This is an optimization exercise on Yosys and OpenROAD, whose aim is small area and a short achievable clock period, not a production implementation.
Only the layout flow was run in this run; the RTL was not checked for function there.

### flow/flow/run.sh
#!/bin/bash
# Own layout flow: the standard ORFS flow (standard.sh), with two changes:
#  - synthesis runs without Yosys's early "abc -fast" pass (SYNTH_ARGS=-noabc), so the full
#    adders that ORFS extracts from the RTL's explicit carry-save logic keep their polarity
#    (no inverter pairs around them); the final ABC mapping is unchanged;
#  - the port buffers that placement inserts are buf_1 cells rather than the default choice.
# Everything else (floorplan, power grid, taps, placement, CTS, routing) is standard.sh unchanged.
set -euo pipefail
export SYNTH_ARGS="-noabc"
export BUFFER_PORTS_ARGS="-buffer_cell sky130_fd_sc_hd__buf_1"
export CTS_ARGS="-sink_clustering_enable -repair_clock_nets -dont_use_dummy_load -buf_list sky130_fd_sc_hd__clkbuf_4"
bash standard.sh > standard_make.log 2>&1
### flow/design.v
module aipp_coherent_phase_recovery (
    input wire clk_local_ref,
    input wire rst_n,
    input wire [127:0] optical_in,
    input wire lock_enable,
    output reg clk_omega_out,
    output reg phase_locked,
    output reg [15:0] phase_error
);
    reg [31:1] pa_r;
    reg [15:1] lf_r;
    reg pc16;
    wire [31:0] pa = {pa_r, 1'b0};
    wire [15:0] lf = {lf_r, 1'b0};
    wire [15:0] pe = phase_error;
    wire [15:0] opt = optical_in[15:0];
    wire [15:0] pa_hi_n = ~pa[31:16];
    wire pc16_n = ~pc16;
    wire [15:0] peg = pe & {16{lock_enable}};
    wire [15:0] lfg = lf & {16{lock_enable}};
    wire pc16g = pc16;
    wire t1 = lf[6] ^ pe[4];
    wire t2 = lf[6] & pe[4];
    wire t3 = lf[7] ^ pe[5] ^ pe[2];
    wire t4 = (lf[7] & pe[5]) | (lf[7] & pe[2]) | (pe[5] & pe[2]);
    wire t5 = lf[8] ^ pe[6] ^ pe[3];
    wire t6 = (lf[8] & pe[6]) | (lf[8] & pe[3]) | (pe[6] & pe[3]);
    wire t7 = lf[9] ^ pe[7] ^ pe[4];
    wire t8 = (lf[9] & pe[7]) | (lf[9] & pe[4]) | (pe[7] & pe[4]);
    wire t9 = lf[10] ^ pe[8] ^ pe[5];
    wire t10 = (lf[10] & pe[8]) | (lf[10] & pe[5]) | (pe[8] & pe[5]);
    wire t11 = lf[11] ^ pe[9] ^ pe[6];
    wire t12 = (lf[11] & pe[9]) | (lf[11] & pe[6]) | (pe[9] & pe[6]);
    wire t13 = lf[12] ^ pe[10] ^ pe[7];
    wire t14 = (lf[12] & pe[10]) | (lf[12] & pe[7]) | (pe[10] & pe[7]);
    wire t15 = lf[13] ^ pe[11] ^ pe[8];
    wire t16 = (lf[13] & pe[11]) | (lf[13] & pe[8]) | (pe[11] & pe[8]);
    wire t17 = lf[14] ^ pe[12] ^ pe[9];
    wire t18 = (lf[14] & pe[12]) | (lf[14] & pe[9]) | (pe[12] & pe[9]);
    wire t19 = lf[15] ^ pe[13] ^ pe[10];
    wire t20 = (lf[15] & pe[13]) | (lf[15] & pe[10]) | (pe[13] & pe[10]);
    wire t21 = pe[14] ^ pe[11];
    wire t22 = pe[14] & pe[11];
    wire t23 = pe[15] ^ pe[12];
    wire t24 = pe[15] & pe[12];
    wire t25 = lf[5] ^ pe[3];
    wire t26 = lf[5] & pe[3];
    wire t27 = pe[1] ^ pe[0] ^ t1;
    wire t28 = (pe[1] & pe[0]) | (pe[1] & t1) | (pe[0] & t1);
    wire t29 = pe[1] ^ t3 ^ t2;
    wire t30 = (pe[1] & t3) | (pe[1] & t2) | (t3 & t2);
    wire t31 = pe[2] ^ t5 ^ t4;
    wire t32 = (pe[2] & t5) | (pe[2] & t4) | (t5 & t4);
    wire t33 = pe[3] ^ t7 ^ t6;
    wire t34 = (pe[3] & t7) | (pe[3] & t6) | (t7 & t6);
    wire t35 = pe[4] ^ t9 ^ t8;
    wire t36 = (pe[4] & t9) | (pe[4] & t8) | (t9 & t8);
    wire t37 = pe[5] ^ t11 ^ t10;
    wire t38 = (pe[5] & t11) | (pe[5] & t10) | (t11 & t10);
    wire t39 = pe[6] ^ t13 ^ t12;
    wire t40 = (pe[6] & t13) | (pe[6] & t12) | (t13 & t12);
    wire t41 = pe[7] ^ t15 ^ t14;
    wire t42 = (pe[7] & t15) | (pe[7] & t14) | (t15 & t14);
    wire t43 = pe[8] ^ t17 ^ t16;
    wire t44 = (pe[8] & t17) | (pe[8] & t16) | (t17 & t16);
    wire t45 = pe[9] ^ t19 ^ t18;
    wire t46 = (pe[9] & t19) | (pe[9] & t18) | (t19 & t18);
    wire t47 = pe[10] ^ t21 ^ t20;
    wire t48 = (pe[10] & t21) | (pe[10] & t20) | (t21 & t20);
    wire t49 = pe[11] ^ t23 ^ t22;
    wire t50 = (pe[11] & t23) | (pe[11] & t22) | (t23 & t22);
    wire t51 = pe[13] ^ pe[12] ^ t24;
    wire t52 = (pe[13] & pe[12]) | (pe[13] & t24) | (pe[12] & t24);
    wire t53 = pe[14] ^ pe[13];
    wire t54 = pe[14] & pe[13];
    wire t55 = pe[15] ^ pe[14];
    wire t56 = pe[15] & pe[14];
    wire t57 = lf[1] & lock_enable;
    wire t58 = lf[2] & lock_enable;
    wire t59 = pe[0] & lock_enable;
    wire t60 = lf[3] & lock_enable;
    wire t61 = pe[1] & lock_enable;
    wire t62 = lf[4] & lock_enable;
    wire t63 = pe[2] & lock_enable;
    wire t64 = pe[0] & lock_enable;
    wire t65 = t25 & lock_enable;
    wire t66 = t27 & lock_enable;
    wire t67 = t26 & lock_enable;
    wire t68 = t29 & lock_enable;
    wire t69 = t28 & lock_enable;
    wire t70 = t31 & lock_enable;
    wire t71 = t30 & lock_enable;
    wire t72 = t33 & lock_enable;
    wire t73 = t32 & lock_enable;
    wire t74 = t35 & lock_enable;
    wire t75 = t34 & lock_enable;
    wire t76 = t37 & lock_enable;
    wire t77 = t36 & lock_enable;
    wire t78 = t39 & lock_enable;
    wire t79 = t38 & lock_enable;
    wire t80 = t41 & lock_enable;
    wire t81 = t40 & lock_enable;
    wire t82 = t43 & lock_enable;
    wire t83 = t42 & lock_enable;
    wire t84 = t45 & lock_enable;
    wire t85 = t44 & lock_enable;
    wire t86 = t47 & lock_enable;
    wire t87 = t46 & lock_enable;
    wire t88 = t49 & lock_enable;
    wire t89 = t48 & lock_enable;
    wire t90 = t51 & lock_enable;
    wire t91 = t50 & lock_enable;
    wire t92 = t53 & lock_enable;
    wire t93 = t52 & lock_enable;
    wire t94 = t55 & lock_enable;
    wire t95 = t54 & lock_enable;
    wire t96 = pe[15] & lock_enable;
    wire t97 = t56 & lock_enable;
    wire t98 = pa[2] ^ t58;
    wire t99 = pa[2] & t58;
    wire t100 = pa[3] ^ t60 ^ t61;
    wire t101 = (pa[3] & t60) | (pa[3] & t61) | (t60 & t61);
    wire t102 = pa[4] ^ t62 ^ t63;
    wire t103 = (pa[4] & t62) | (pa[4] & t63) | (t62 & t63);
    wire t104 = pa[5] ^ t64 ^ t65;
    wire t105 = (pa[5] & t64) | (pa[5] & t65) | (t64 & t65);
    wire t106 = pa[6] ^ t66 ^ t67;
    wire t107 = (pa[6] & t66) | (pa[6] & t67) | (t66 & t67);
    wire t108 = pa[7] ^ t68 ^ t69;
    wire t109 = (pa[7] & t68) | (pa[7] & t69) | (t68 & t69);
    wire t110 = pa[8] ^ t70 ^ t71;
    wire t111 = (pa[8] & t70) | (pa[8] & t71) | (t70 & t71);
    wire t112 = pa[9] ^ t72 ^ t73;
    wire t113 = (pa[9] & t72) | (pa[9] & t73) | (t72 & t73);
    wire t114 = pa[10] ^ t74 ^ t75;
    wire t115 = (pa[10] & t74) | (pa[10] & t75) | (t74 & t75);
    wire t116 = pa[11] ^ t76 ^ t77;
    wire t117 = (pa[11] & t76) | (pa[11] & t77) | (t76 & t77);
    wire t118 = pa[12] ^ t78 ^ t79;
    wire t119 = (pa[12] & t78) | (pa[12] & t79) | (t78 & t79);
    wire t120 = pa[13] ^ t80 ^ t81;
    wire t121 = (pa[13] & t80) | (pa[13] & t81) | (t80 & t81);
    wire t122 = pa[14] ^ t82 ^ t83;
    wire t123 = (pa[14] & t82) | (pa[14] & t83) | (t82 & t83);
    wire t124 = pa[15] ^ t84 ^ t85;
    wire t125 = (pa[15] & t84) | (pa[15] & t85) | (t84 & t85);
    wire t126 = pa[16] ^ t86 ^ t87;
    wire t127 = (pa[16] & t86) | (pa[16] & t87) | (t86 & t87);
    wire t128 = pa[17] ^ t88 ^ t89;
    wire t129 = (pa[17] & t88) | (pa[17] & t89) | (t88 & t89);
    wire t130 = pa[18] ^ t90 ^ t91;
    wire t131 = (pa[18] & t90) | (pa[18] & t91) | (t90 & t91);
    wire t132 = pa[19] ^ t92 ^ t93;
    wire t133 = (pa[19] & t92) | (pa[19] & t93) | (t92 & t93);
    wire t134 = pa[20] ^ t94 ^ t95;
    wire t135 = (pa[20] & t94) | (pa[20] & t95) | (t94 & t95);
    wire t136 = pa[21] ^ t96 ^ t97;
    wire t137 = (pa[21] & t96) | (pa[21] & t97) | (t96 & t97);
    wire t138 = pa[1] ^ t57;
    wire t139 = pa[1] & t57;
    wire t140 = t59 ^ t98;
    wire t141 = t59 & t98;
    wire t142 = t100 ^ t99;
    wire t143 = t100 & t99;
    wire t144 = t102 ^ t101;
    wire t145 = t102 & t101;
    wire t146 = t104 ^ t103;
    wire t147 = t104 & t103;
    wire t148 = t106 ^ t105;
    wire t149 = t106 & t105;
    wire t150 = t108 ^ t107;
    wire t151 = t108 & t107;
    wire t152 = t110 ^ t109;
    wire t153 = t110 & t109;
    wire t154 = t112 ^ t111;
    wire t155 = t112 & t111;
    wire t156 = t114 ^ t113;
    wire t157 = t114 & t113;
    wire t158 = t116 ^ t115;
    wire t159 = t116 & t115;
    wire t160 = t118 ^ t117;
    wire t161 = t118 & t117;
    wire t162 = t120 ^ t119;
    wire t163 = t120 & t119;
    wire t164 = t122 ^ t121;
    wire t165 = t122 & t121;
    wire t166 = t124 ^ t123;
    wire t167 = t124 & t123;
    wire t168 = t141 | (t140 & t139);
    wire t169 = t140 & t138;
    wire t170 = t145 | (t144 & t143);
    wire t171 = t144 & t142;
    wire t172 = t149 | (t148 & t147);
    wire t173 = t148 & t146;
    wire t174 = t153 | (t152 & t151);
    wire t175 = t152 & t150;
    wire t176 = t157 | (t156 & t155);
    wire t177 = t156 & t154;
    wire t178 = t161 | (t160 & t159);
    wire t179 = t160 & t158;
    wire t180 = t165 | (t164 & t163);
    wire t181 = t164 & t162;
    wire t182 = t143 | (t142 & t168);
    wire t183 = t142 & t169;
    wire t184 = t170 | (t171 & t168);
    wire t185 = t171 & t169;
    wire t186 = t151 | (t150 & t172);
    wire t187 = t150 & t173;
    wire t188 = t174 | (t175 & t172);
    wire t189 = t175 & t173;
    wire t190 = t159 | (t158 & t176);
    wire t191 = t158 & t177;
    wire t192 = t178 | (t179 & t176);
    wire t193 = t179 & t177;
    wire t194 = t167 | (t166 & t180);
    wire t195 = t166 & t181;
    wire t196 = t147 | (t146 & t184);
    wire t197 = t146 & t185;
    wire t198 = t172 | (t173 & t184);
    wire t199 = t173 & t185;
    wire t200 = t186 | (t187 & t184);
    wire t201 = t187 & t185;
    wire t202 = t188 | (t189 & t184);
    wire t203 = t189 & t185;
    wire t204 = t163 | (t162 & t192);
    wire t205 = t162 & t193;
    wire t206 = t180 | (t181 & t192);
    wire t207 = t181 & t193;
    wire t208 = t194 | (t195 & t192);
    wire t209 = t195 & t193;
    wire t210 = t155 | (t154 & t202);
    wire t211 = t154 & t203;
    wire t212 = t176 | (t177 & t202);
    wire t213 = t177 & t203;
    wire t214 = t190 | (t191 & t202);
    wire t215 = t191 & t203;
    wire t216 = t192 | (t193 & t202);
    wire t217 = t193 & t203;
    wire t218 = t204 | (t205 & t202);
    wire t219 = t205 & t203;
    wire t220 = t206 | (t207 & t202);
    wire t221 = t207 & t203;
    wire t222 = t208 | (t209 & t202);
    wire t223 = t209 & t203;
    wire t224 = t140 ^ t139;
    wire t225 = t142 ^ t168;
    wire t226 = t144 ^ t182;
    wire t227 = t146 ^ t184;
    wire t228 = t148 ^ t196;
    wire t229 = t150 ^ t198;
    wire t230 = t152 ^ t200;
    wire t231 = t154 ^ t202;
    wire t232 = t156 ^ t210;
    wire t233 = t158 ^ t212;
    wire t234 = t160 ^ t214;
    wire t235 = t162 ^ t216;
    wire t236 = t164 ^ t218;
    wire t237 = t166 ^ t220;
    wire t238 = t126 ^ t125;
    wire t239 = t126 & t125;
    wire t240 = t128 ^ t127;
    wire t241 = t128 & t127;
    wire t242 = t130 ^ t129;
    wire t243 = t130 & t129;
    wire t244 = t132 ^ t131;
    wire t245 = t132 & t131;
    wire t246 = t134 ^ t133;
    wire t247 = t134 & t133;
    wire t248 = t136 ^ t135;
    wire t249 = t136 & t135;
    wire t250 = pa[22] ^ t137;
    wire t251 = pa[22] & t137;
    wire t252 = pa[23] ^ 1'b0;
    wire t253 = pa[23] & 1'b0;
    wire t254 = pa[24] ^ 1'b0;
    wire t255 = pa[24] & 1'b0;
    wire t256 = pa[25] ^ 1'b0;
    wire t257 = pa[25] & 1'b0;
    wire t258 = pa[26] ^ 1'b0;
    wire t259 = pa[26] & 1'b0;
    wire t260 = pa[27] ^ 1'b0;
    wire t261 = pa[27] & 1'b0;
    wire t262 = pa[28] ^ 1'b0;
    wire t263 = pa[28] & 1'b0;
    wire t264 = pa[29] ^ 1'b0;
    wire t265 = pa[29] & 1'b0;
    wire t266 = pa[30] ^ 1'b0;
    wire t267 = pa[30] & 1'b0;
    wire t268 = pa[31] ^ 1'b0;
    wire t269 = pa[31] & 1'b0;
    wire t270 = t239 | (t238 & pc16);
    wire t271 = t241 | (t240 & t270);
    wire t272 = t240 & t238;
    wire t273 = t245 | (t244 & t243);
    wire t274 = t244 & t242;
    wire t275 = t249 | (t248 & t247);
    wire t276 = t248 & t246;
    wire t277 = t253 | (t252 & t251);
    wire t278 = t252 & t250;
    wire t279 = t257 | (t256 & t255);
    wire t280 = t256 & t254;
    wire t281 = t261 | (t260 & t259);
    wire t282 = t260 & t258;
    wire t283 = t265 | (t264 & t263);
    wire t284 = t264 & t262;
    wire t285 = t269 | (t268 & t267);
    wire t286 = t268 & t266;
    wire t287 = t243 | (t242 & t271);
    wire t288 = t242 & t272;
    wire t289 = t273 | (t274 & t271);
    wire t290 = t274 & t272;
    wire t291 = t251 | (t250 & t275);
    wire t292 = t250 & t276;
    wire t293 = t277 | (t278 & t275);
    wire t294 = t278 & t276;
    wire t295 = t259 | (t258 & t279);
    wire t296 = t258 & t280;
    wire t297 = t281 | (t282 & t279);
    wire t298 = t282 & t280;
    wire t299 = t267 | (t266 & t283);
    wire t300 = t266 & t284;
    wire t301 = t285 | (t286 & t283);
    wire t302 = t286 & t284;
    wire t303 = t247 | (t246 & t289);
    wire t304 = t246 & t290;
    wire t305 = t275 | (t276 & t289);
    wire t306 = t276 & t290;
    wire t307 = t291 | (t292 & t289);
    wire t308 = t292 & t290;
    wire t309 = t293 | (t294 & t289);
    wire t310 = t294 & t290;
    wire t311 = t263 | (t262 & t297);
    wire t312 = t262 & t298;
    wire t313 = t283 | (t284 & t297);
    wire t314 = t284 & t298;
    wire t315 = t299 | (t300 & t297);
    wire t316 = t300 & t298;
    wire t317 = t301 | (t302 & t297);
    wire t318 = t302 & t298;
    wire t319 = t255 | (t254 & t309);
    wire t320 = t254 & t310;
    wire t321 = t279 | (t280 & t309);
    wire t322 = t280 & t310;
    wire t323 = t295 | (t296 & t309);
    wire t324 = t296 & t310;
    wire t325 = t297 | (t298 & t309);
    wire t326 = t298 & t310;
    wire t327 = t311 | (t312 & t309);
    wire t328 = t312 & t310;
    wire t329 = t313 | (t314 & t309);
    wire t330 = t314 & t310;
    wire t331 = t315 | (t316 & t309);
    wire t332 = t316 & t310;
    wire t333 = t317 | (t318 & t309);
    wire t334 = t318 & t310;
    wire t335 = t238 ^ pc16;
    wire t336 = t240 ^ t270;
    wire t337 = t242 ^ t271;
    wire t338 = t244 ^ t287;
    wire t339 = t246 ^ t289;
    wire t340 = t248 ^ t303;
    wire t341 = t250 ^ t305;
    wire t342 = t252 ^ t307;
    wire t343 = t254 ^ t309;
    wire t344 = t256 ^ t319;
    wire t345 = t258 ^ t321;
    wire t346 = t260 ^ t323;
    wire t347 = t262 ^ t325;
    wire t348 = t264 ^ t327;
    wire t349 = t266 ^ t329;
    wire t350 = t268 ^ t331;
    wire t351 = lf[3] ^ peg[2];
    wire t352 = lf[3] & peg[2];
    wire t353 = lf[4] ^ peg[3] ^ peg[1];
    wire t354 = (lf[4] & peg[3]) | (lf[4] & peg[1]) | (peg[3] & peg[1]);
    wire t355 = lf[5] ^ peg[4] ^ peg[2];
    wire t356 = (lf[5] & peg[4]) | (lf[5] & peg[2]) | (peg[4] & peg[2]);
    wire t357 = lf[6] ^ peg[5] ^ peg[3];
    wire t358 = (lf[6] & peg[5]) | (lf[6] & peg[3]) | (peg[5] & peg[3]);
    wire t359 = lf[7] ^ peg[6] ^ peg[4];
    wire t360 = (lf[7] & peg[6]) | (lf[7] & peg[4]) | (peg[6] & peg[4]);
    wire t361 = lf[8] ^ peg[7] ^ peg[5];
    wire t362 = (lf[8] & peg[7]) | (lf[8] & peg[5]) | (peg[7] & peg[5]);
    wire t363 = lf[9] ^ peg[8] ^ peg[6];
    wire t364 = (lf[9] & peg[8]) | (lf[9] & peg[6]) | (peg[8] & peg[6]);
    wire t365 = lf[10] ^ peg[9] ^ peg[7];
    wire t366 = (lf[10] & peg[9]) | (lf[10] & peg[7]) | (peg[9] & peg[7]);
    wire t367 = lf[11] ^ peg[10] ^ peg[8];
    wire t368 = (lf[11] & peg[10]) | (lf[11] & peg[8]) | (peg[10] & peg[8]);
    wire t369 = lf[12] ^ peg[11] ^ peg[9];
    wire t370 = (lf[12] & peg[11]) | (lf[12] & peg[9]) | (peg[11] & peg[9]);
    wire t371 = lf[13] ^ peg[12] ^ peg[10];
    wire t372 = (lf[13] & peg[12]) | (lf[13] & peg[10]) | (peg[12] & peg[10]);
    wire t373 = lf[14] ^ peg[13] ^ peg[11];
    wire t374 = (lf[14] & peg[13]) | (lf[14] & peg[11]) | (peg[13] & peg[11]);
    wire t375 = lf[15] ^ peg[14] ^ peg[12];
    wire t376 = (lf[15] & peg[14]) | (lf[15] & peg[12]) | (peg[14] & peg[12]);
    wire t377 = lf[1] ^ peg[0];
    wire t378 = lf[1] & peg[0];
    wire t379 = lf[2] ^ peg[1];
    wire t380 = lf[2] & peg[1];
    wire t381 = peg[0] ^ t351;
    wire t382 = peg[0] & t351;
    wire t383 = t353 ^ t352;
    wire t384 = t353 & t352;
    wire t385 = t355 ^ t354;
    wire t386 = t355 & t354;
    wire t387 = t357 ^ t356;
    wire t388 = t357 & t356;
    wire t389 = t359 ^ t358;
    wire t390 = t359 & t358;
    wire t391 = t361 ^ t360;
    wire t392 = t361 & t360;
    wire t393 = t363 ^ t362;
    wire t394 = t363 & t362;
    wire t395 = t365 ^ t364;
    wire t396 = t365 & t364;
    wire t397 = t367 ^ t366;
    wire t398 = t367 & t366;
    wire t399 = t369 ^ t368;
    wire t400 = t369 & t368;
    wire t401 = t371 ^ t370;
    wire t402 = t371 & t370;
    wire t403 = t373 ^ t372;
    wire t404 = t373 & t372;
    wire t405 = t375 ^ t374;
    wire t406 = t375 & t374;
    wire t407 = t380 | (t379 & t378);
    wire t408 = t379 & t377;
    wire t409 = t384 | (t383 & t382);
    wire t410 = t383 & t381;
    wire t411 = t388 | (t387 & t386);
    wire t412 = t387 & t385;
    wire t413 = t392 | (t391 & t390);
    wire t414 = t391 & t389;
    wire t415 = t396 | (t395 & t394);
    wire t416 = t395 & t393;
    wire t417 = t400 | (t399 & t398);
    wire t418 = t399 & t397;
    wire t419 = t404 | (t403 & t402);
    wire t420 = t403 & t401;
    wire t421 = t382 | (t381 & t407);
    wire t422 = t381 & t408;
    wire t423 = t409 | (t410 & t407);
    wire t424 = t410 & t408;
    wire t425 = t390 | (t389 & t411);
    wire t426 = t389 & t412;
    wire t427 = t413 | (t414 & t411);
    wire t428 = t414 & t412;
    wire t429 = t398 | (t397 & t415);
    wire t430 = t397 & t416;
    wire t431 = t417 | (t418 & t415);
    wire t432 = t418 & t416;
    wire t433 = t406 | (t405 & t419);
    wire t434 = t405 & t420;
    wire t435 = t386 | (t385 & t423);
    wire t436 = t385 & t424;
    wire t437 = t411 | (t412 & t423);
    wire t438 = t412 & t424;
    wire t439 = t425 | (t426 & t423);
    wire t440 = t426 & t424;
    wire t441 = t427 | (t428 & t423);
    wire t442 = t428 & t424;
    wire t443 = t402 | (t401 & t431);
    wire t444 = t401 & t432;
    wire t445 = t419 | (t420 & t431);
    wire t446 = t420 & t432;
    wire t447 = t433 | (t434 & t431);
    wire t448 = t434 & t432;
    wire t449 = t394 | (t393 & t441);
    wire t450 = t393 & t442;
    wire t451 = t415 | (t416 & t441);
    wire t452 = t416 & t442;
    wire t453 = t429 | (t430 & t441);
    wire t454 = t430 & t442;
    wire t455 = t431 | (t432 & t441);
    wire t456 = t432 & t442;
    wire t457 = t443 | (t444 & t441);
    wire t458 = t444 & t442;
    wire t459 = t445 | (t446 & t441);
    wire t460 = t446 & t442;
    wire t461 = t447 | (t448 & t441);
    wire t462 = t448 & t442;
    wire t463 = t379 ^ t378;
    wire t464 = t381 ^ t407;
    wire t465 = t383 ^ t421;
    wire t466 = t385 ^ t423;
    wire t467 = t387 ^ t435;
    wire t468 = t389 ^ t437;
    wire t469 = t391 ^ t439;
    wire t470 = t393 ^ t441;
    wire t471 = t395 ^ t449;
    wire t472 = t397 ^ t451;
    wire t473 = t399 ^ t453;
    wire t474 = t401 ^ t455;
    wire t475 = t403 ^ t457;
    wire t476 = t405 ^ t459;
    wire t477 = opt[0] ^ pa_hi_n[0];
    wire t478 = opt[0] & pa_hi_n[0];
    wire t479 = opt[1] ^ pa_hi_n[1];
    wire t480 = opt[1] & pa_hi_n[1];
    wire t481 = opt[2] ^ pa_hi_n[2];
    wire t482 = opt[2] & pa_hi_n[2];
    wire t483 = opt[3] ^ pa_hi_n[3];
    wire t484 = opt[3] & pa_hi_n[3];
    wire t485 = opt[4] ^ pa_hi_n[4];
    wire t486 = opt[4] & pa_hi_n[4];
    wire t487 = opt[5] ^ pa_hi_n[5];
    wire t488 = opt[5] & pa_hi_n[5];
    wire t489 = opt[6] ^ pa_hi_n[6];
    wire t490 = opt[6] & pa_hi_n[6];
    wire t491 = opt[7] ^ pa_hi_n[7];
    wire t492 = opt[7] & pa_hi_n[7];
    wire t493 = opt[8] ^ pa_hi_n[8];
    wire t494 = opt[8] & pa_hi_n[8];
    wire t495 = opt[9] ^ pa_hi_n[9];
    wire t496 = opt[9] & pa_hi_n[9];
    wire t497 = opt[10] ^ pa_hi_n[10];
    wire t498 = opt[10] & pa_hi_n[10];
    wire t499 = opt[11] ^ pa_hi_n[11];
    wire t500 = opt[11] & pa_hi_n[11];
    wire t501 = opt[12] ^ pa_hi_n[12];
    wire t502 = opt[12] & pa_hi_n[12];
    wire t503 = opt[13] ^ pa_hi_n[13];
    wire t504 = opt[13] & pa_hi_n[13];
    wire t505 = opt[14] ^ pa_hi_n[14];
    wire t506 = opt[14] & pa_hi_n[14];
    wire t507 = opt[15] ^ pa_hi_n[15];
    wire t508 = opt[15] & pa_hi_n[15];
    wire t509 = t478 | (t477 & pc16_n);
    wire t510 = t480 | (t479 & t509);
    wire t511 = t479 & t477;
    wire t512 = t484 | (t483 & t482);
    wire t513 = t483 & t481;
    wire t514 = t488 | (t487 & t486);
    wire t515 = t487 & t485;
    wire t516 = t492 | (t491 & t490);
    wire t517 = t491 & t489;
    wire t518 = t496 | (t495 & t494);
    wire t519 = t495 & t493;
    wire t520 = t500 | (t499 & t498);
    wire t521 = t499 & t497;
    wire t522 = t504 | (t503 & t502);
    wire t523 = t503 & t501;
    wire t524 = t508 | (t507 & t506);
    wire t525 = t507 & t505;
    wire t526 = t482 | (t481 & t510);
    wire t527 = t481 & t511;
    wire t528 = t512 | (t513 & t510);
    wire t529 = t513 & t511;
    wire t530 = t490 | (t489 & t514);
    wire t531 = t489 & t515;
    wire t532 = t516 | (t517 & t514);
    wire t533 = t517 & t515;
    wire t534 = t498 | (t497 & t518);
    wire t535 = t497 & t519;
    wire t536 = t520 | (t521 & t518);
    wire t537 = t521 & t519;
    wire t538 = t506 | (t505 & t522);
    wire t539 = t505 & t523;
    wire t540 = t524 | (t525 & t522);
    wire t541 = t525 & t523;
    wire t542 = t486 | (t485 & t528);
    wire t543 = t485 & t529;
    wire t544 = t514 | (t515 & t528);
    wire t545 = t515 & t529;
    wire t546 = t530 | (t531 & t528);
    wire t547 = t531 & t529;
    wire t548 = t532 | (t533 & t528);
    wire t549 = t533 & t529;
    wire t550 = t502 | (t501 & t536);
    wire t551 = t501 & t537;
    wire t552 = t522 | (t523 & t536);
    wire t553 = t523 & t537;
    wire t554 = t538 | (t539 & t536);
    wire t555 = t539 & t537;
    wire t556 = t540 | (t541 & t536);
    wire t557 = t541 & t537;
    wire t558 = t494 | (t493 & t548);
    wire t559 = t493 & t549;
    wire t560 = t518 | (t519 & t548);
    wire t561 = t519 & t549;
    wire t562 = t534 | (t535 & t548);
    wire t563 = t535 & t549;
    wire t564 = t536 | (t537 & t548);
    wire t565 = t537 & t549;
    wire t566 = t550 | (t551 & t548);
    wire t567 = t551 & t549;
    wire t568 = t552 | (t553 & t548);
    wire t569 = t553 & t549;
    wire t570 = t554 | (t555 & t548);
    wire t571 = t555 & t549;
    wire t572 = t556 | (t557 & t548);
    wire t573 = t557 & t549;
    wire t574 = t477 ^ pc16_n;
    wire t575 = t479 ^ t509;
    wire t576 = t481 ^ t510;
    wire t577 = t483 ^ t526;
    wire t578 = t485 ^ t528;
    wire t579 = t487 ^ t542;
    wire t580 = t489 ^ t544;
    wire t581 = t491 ^ t546;
    wire t582 = t493 ^ t548;
    wire t583 = t495 ^ t558;
    wire t584 = t497 ^ t560;
    wire t585 = t499 ^ t562;
    wire t586 = t501 ^ t564;
    wire t587 = t503 ^ t566;
    wire t588 = t505 ^ t568;
    wire t589 = t507 ^ t570;
    wire [31:1] pa_d = {t350, t349, t348, t347, t346, t345, t344, t343, t342, t341, t340, t339, t338, t337, t336, t335, t237, t236, t235, t234, t233, t232, t231, t230, t229, t228, t227, t226, t225, t224, t138};
    wire [15:1] lf_d = {t476, t475, t474, t473, t472, t471, t470, t469, t468, t467, t466, t465, t464, t463, t377};
    wire pc16_d = t222;
    wire [15:0] pe_d = {t589, t588, t587, t586, t585, t584, t583, t582, t581, t580, t579, t578, t577, t576, t575, t574};
    wire pa31 = pa[31] ^ (pc16 & (&pa[30:16]));
    always @(posedge clk_local_ref or negedge rst_n) begin
        if (!rst_n) begin
            pa_r <= 31'b0; lf_r <= 15'b0; pc16 <= 1'b0;
        end else begin
            pa_r <= pa_d; lf_r <= lf_d; pc16 <= pc16_d;
        end
    end
    always @(posedge clk_local_ref or negedge rst_n) begin
        if (!rst_n) begin
            clk_omega_out <= 1'b0; phase_locked <= 1'b0; phase_error <= 16'b0;
        end else if (lock_enable) begin
            phase_error <= pe_d;
            clk_omega_out <= pa31;
            phase_locked <= (pe < 16'd50);
        end
    end
endmodule
### flow/constraint.sdc
create_clock -name core_clock -period 5.5 [get_ports {clk_local_ref}]
set_input_delay 1.1000 -clock core_clock [delete_from_list [all_inputs] [get_ports {clk_local_ref}]]
set_output_delay 1.1000 -clock core_clock [all_outputs]
set_load 0.01 [all_outputs]
### flow/config.mk
export PLATFORM = sky130hd
export DESIGN_NAME = aipp_coherent_phase_recovery
export DESIGN_NICKNAME = aipp_coherent_phase_recovery
export VERILOG_FILES = /design/flow/design.v
export SDC_FILE = /design/flow/constraint.sdc
export NUM_CORES = 4
export LEC_CHECK = 0
export CAP_MARGIN = 20
export CORE_MARGIN = 2
export CORE_UTILIZATION = 40
export PLACE_DENSITY = 0.6
export SETUP_SLACK_MARGIN = 1.0
export SLEW_MARGIN = 20
### flow/standard.sh
#!/bin/bash
# synth_recipe.tcl (not shown) runs the flow's synth.tcl, then flattens the netlist and writes it again
# the make line also repeats each setting of config.mk as NAME=value (left out here)
make -C /OpenROAD-flow-scripts/flow DESIGN_CONFIG=/design/flow/config.mk WORK_HOME=/design/flow/orfs CLKGATE_MAP_FILE= SYNTH_SCRIPT=/design/flow/synth_recipe.tcl "${@:-finish}"
==> run notes <==
status complete, no violations; WHS Path Cells 1; FP Rows 42; area grow syn2layout 8.75%; crit-path max FO 8; CTS tree done; worst r2r src phase_error[10]; DRT Pass-1 Iters 4; Mapped Area 5530 sq um; I/O pin cnt 149; Synth area leader dfrtp_1; CP arrival 4710 ps; Worst Max-Slew Pin Slew 877 ps; reg2reg path depth 12; CTS sink count 65; RR Endpoint pa_r[25]; R2R Setup Slk 1140 ps; Inserted Diodes 0; Top cell by count, worst path fa_1; share of layout cells above drive strength 1 7.18%; most frequent cells after synthesis 69 x fa_1, 65 x dfrtp_1, 58 x ha_1; vias per cell 5.18; Die H 122 microns; most frequent cell after synthesis fa_1; Hold Path End pa_r[1]; WS Path Type flip-flop to flip-flop; Top FF cell, synth dfrtp_1; Hold Vio Cnt, Final 0; die width 122 microns; final wirelength 11,300 microns; number of global-route vias before repair 3,984; Setup Viol. Count Final 0; CORE AREA 13,400 sq um; max-cap violation count 0; Inserted Clock Buffers 9; DRT antenna net count 0; Initial Utilization 41.3%; die area 14,800 sq um; Avg Inst Size Synth 11.5 sq um; CP top delay family adder cells; Post-synth EDFFs 0; post-synthesis sequential area ratio 29.4%; CP endpoint kind flip-flop; slew margin rel. 41.6%; CP startpoint kind flip-flop; Cells after Synth 483; period utilization 79.2%; Clock Skew 38.4 ps; YS warnings 1; CTS root buf clkbuf_4; Post-Syn Nets 741; setup ws final 1140 ps; gpl congestion 0.769; Final #Nets 789; CP max-delay cell fa_1; H-tree Lvls 3; worst hold path class flip-flop to flip-flop; initial antenna violation count 0; HPWL after DPL 8840 microns; count of input and output buffers 36; maximum root-to-sink buffer count 2; drt drc 0; ys async rst share 100%; Critical Path RT 5850 ps; setup TNS 0 ps; via count 3,650; Hold Slack 494 ps; share of the synthesized area in the top cell type 29.4%; global-route wire length before repair 19,800 microns; fin crit period 4360 ps; hold_buf cts 0; global route overflow 0; max-slew violations 0; #FFs+latches synth 65; RSZ-0062 raised after global routing no; fmax 229 MHz; worst slack, placed 908 ps; Bufs and invs on worst path 0; Skew-Pair Late Insertion Delay 450 ps; count of different cell masters after synthesis 48; Total GRT Usage 17.4%; Critical Path Max Stage Delay 570 ps; largest net degree at the start of global routing 66; Hold Crit Start pa_r[1]; top cells by area, synth dfrtp_1 29%, fa_1 25%, ha_1 13%, and2_1 5.9%, xnor2_1 3.3%; drt wl/cell 16.1 microns; Reg clk slew, reported paths 120 ps; 1st-iter DRT viols 119; sequence of cells on the critical path fa_1 -> fa_1 -> and2_1 -> fa_1 -> fa_1 -> fa_1 -> a21o_1 -> a21o_1 -> a2111o_1 -> and3_4 -> ha_1 -> xor2_1
==> placed cells by master, fill, tap and decap left out, drive strengths merged, types with 7 or more instances in the layout <==
| cell type | n |
|---|---|
| dfrtp | 65 |
| and2 | 52 |
| a21oi | 20 |
| ha | 58 |
| a21o | 11 |
| nand2 | 15 |
| fa | 69 |
| o21ai | 12 |
| nor2 | 26 |
| nor3 | 9 |
| buf | 46 |
| xor2 | 16 |
| clkbuf | 10 |
| inv | 27 |
| o21a | 7 |
| xnor2 | 21 |
==> flip-flops by register name, summed over array words and instances, names as in the netlist <==
register       cells
pa_r              31
pc16               1
clk_omega_out      1
phase_error       16
lf_r              15
phase_locked       1
==> routing by layer <==
metal	share of wire, %	wire length [microns]	vias to the layer above	track usage (%)
li1	-	-	1740	-
met1	43	4920	1847	21.3
met2	51	5790	51	30.2
met3	4.0	452	12	5.34
met4	1.5	168	0	4.31
met5	0	0	-	0
==> metrics by stage <==
| stage | cell area (sq um) | instances | utilization (%) |
|---|---|---|---|
| floorplan | 5530 | 483 | - |
| global placement | 5880 | 688 | 43.9 |
| detailed placement | 5880 | 688 | 43.9 |
| CTS | 5950 | 697 | 44.4 |
| global route | 6020 | 705 | 44.9 |
| finish | 6020 | 705 | 44.9 |
==> area by class of cell <==
cell class,instances,area [sq um]
multi-input cells,381,3770
well taps,176,220
clock buffers,9,67.6
inverters,27,101
fillers,1286,7380
flip-flops and latches,65,1630
repair buffers,47,233
==> worst register-to-register path, cell delays in order (launching register included) <==
cell and delay (ps):
dfrtp_1 450, fa_1 570, fa_1 420, and2_1 190, fa_1 410, fa_1 410, fa_1 420, a21o_1 170
a21o_1 210, a2111o_1 450, and3_4 230, ha_1 200, xor2_1 140
==> repair_timing <==
action,4_1_cts,5_1_grt
resized for setup,4,1
setup endpoints to repair,2,2
buffers inserted,0,8
==> worst max-delay path by stage <==
stage               cells past startpoint       end            start  slack (ps)
finish                                 12  pa_r[25]  phase_error[10]        1140
global route                           12  pa_r[25]  phase_error[10]        1040
CTS                                    12  pa_r[25]  phase_error[13]        1030
detailed placement                     13  pa_r[10]      lock_enable         910
global placement                       13  pa_r[10]      lock_enable         950
floorplan                              13  pa_r[25]      lock_enable        1070
==> kinds of logic after synthesis <==
logic type / Yosys count / share of synthesized area (%)
flops: 65 / 29.4
compound gates: 75 / 9.27
xor+xnor: 37 / 5.86
buf+inv: 37 / 2.65
fa+ha+maj: 127 / 38.1
mux: 7 / 1.40
simple gates: 135 / 13.4

## afterwards: timing with drivers on the ports
No port has a modelled driver above. Below, the same layout with a new extraction and two added sets of constraints. Step 1 sets driving cells, clkbuf_16 on the clock port and buf_2 on the other inputs (assumed; they add their load-dependent delay and slew). Step 2 also shifts input and output timing later by t, the mid clock arrival at the registers, as if the neighbouring blocks saw the same clock. a / b / c = ideal ports / drivers / drivers and shift; a / b = the first two.
t, ns: 0.465
setup WS [ns]: 1.142 / 1.142 / 0.924
hold WS [ns]: 0.494 / 0.494 / 0.494
cell pins on the clock port's net: 1
After both steps setup and hold are still met in this run. The setup slack of this run moves by 0.000 ns with the drivers and by -0.218 ns with both steps.
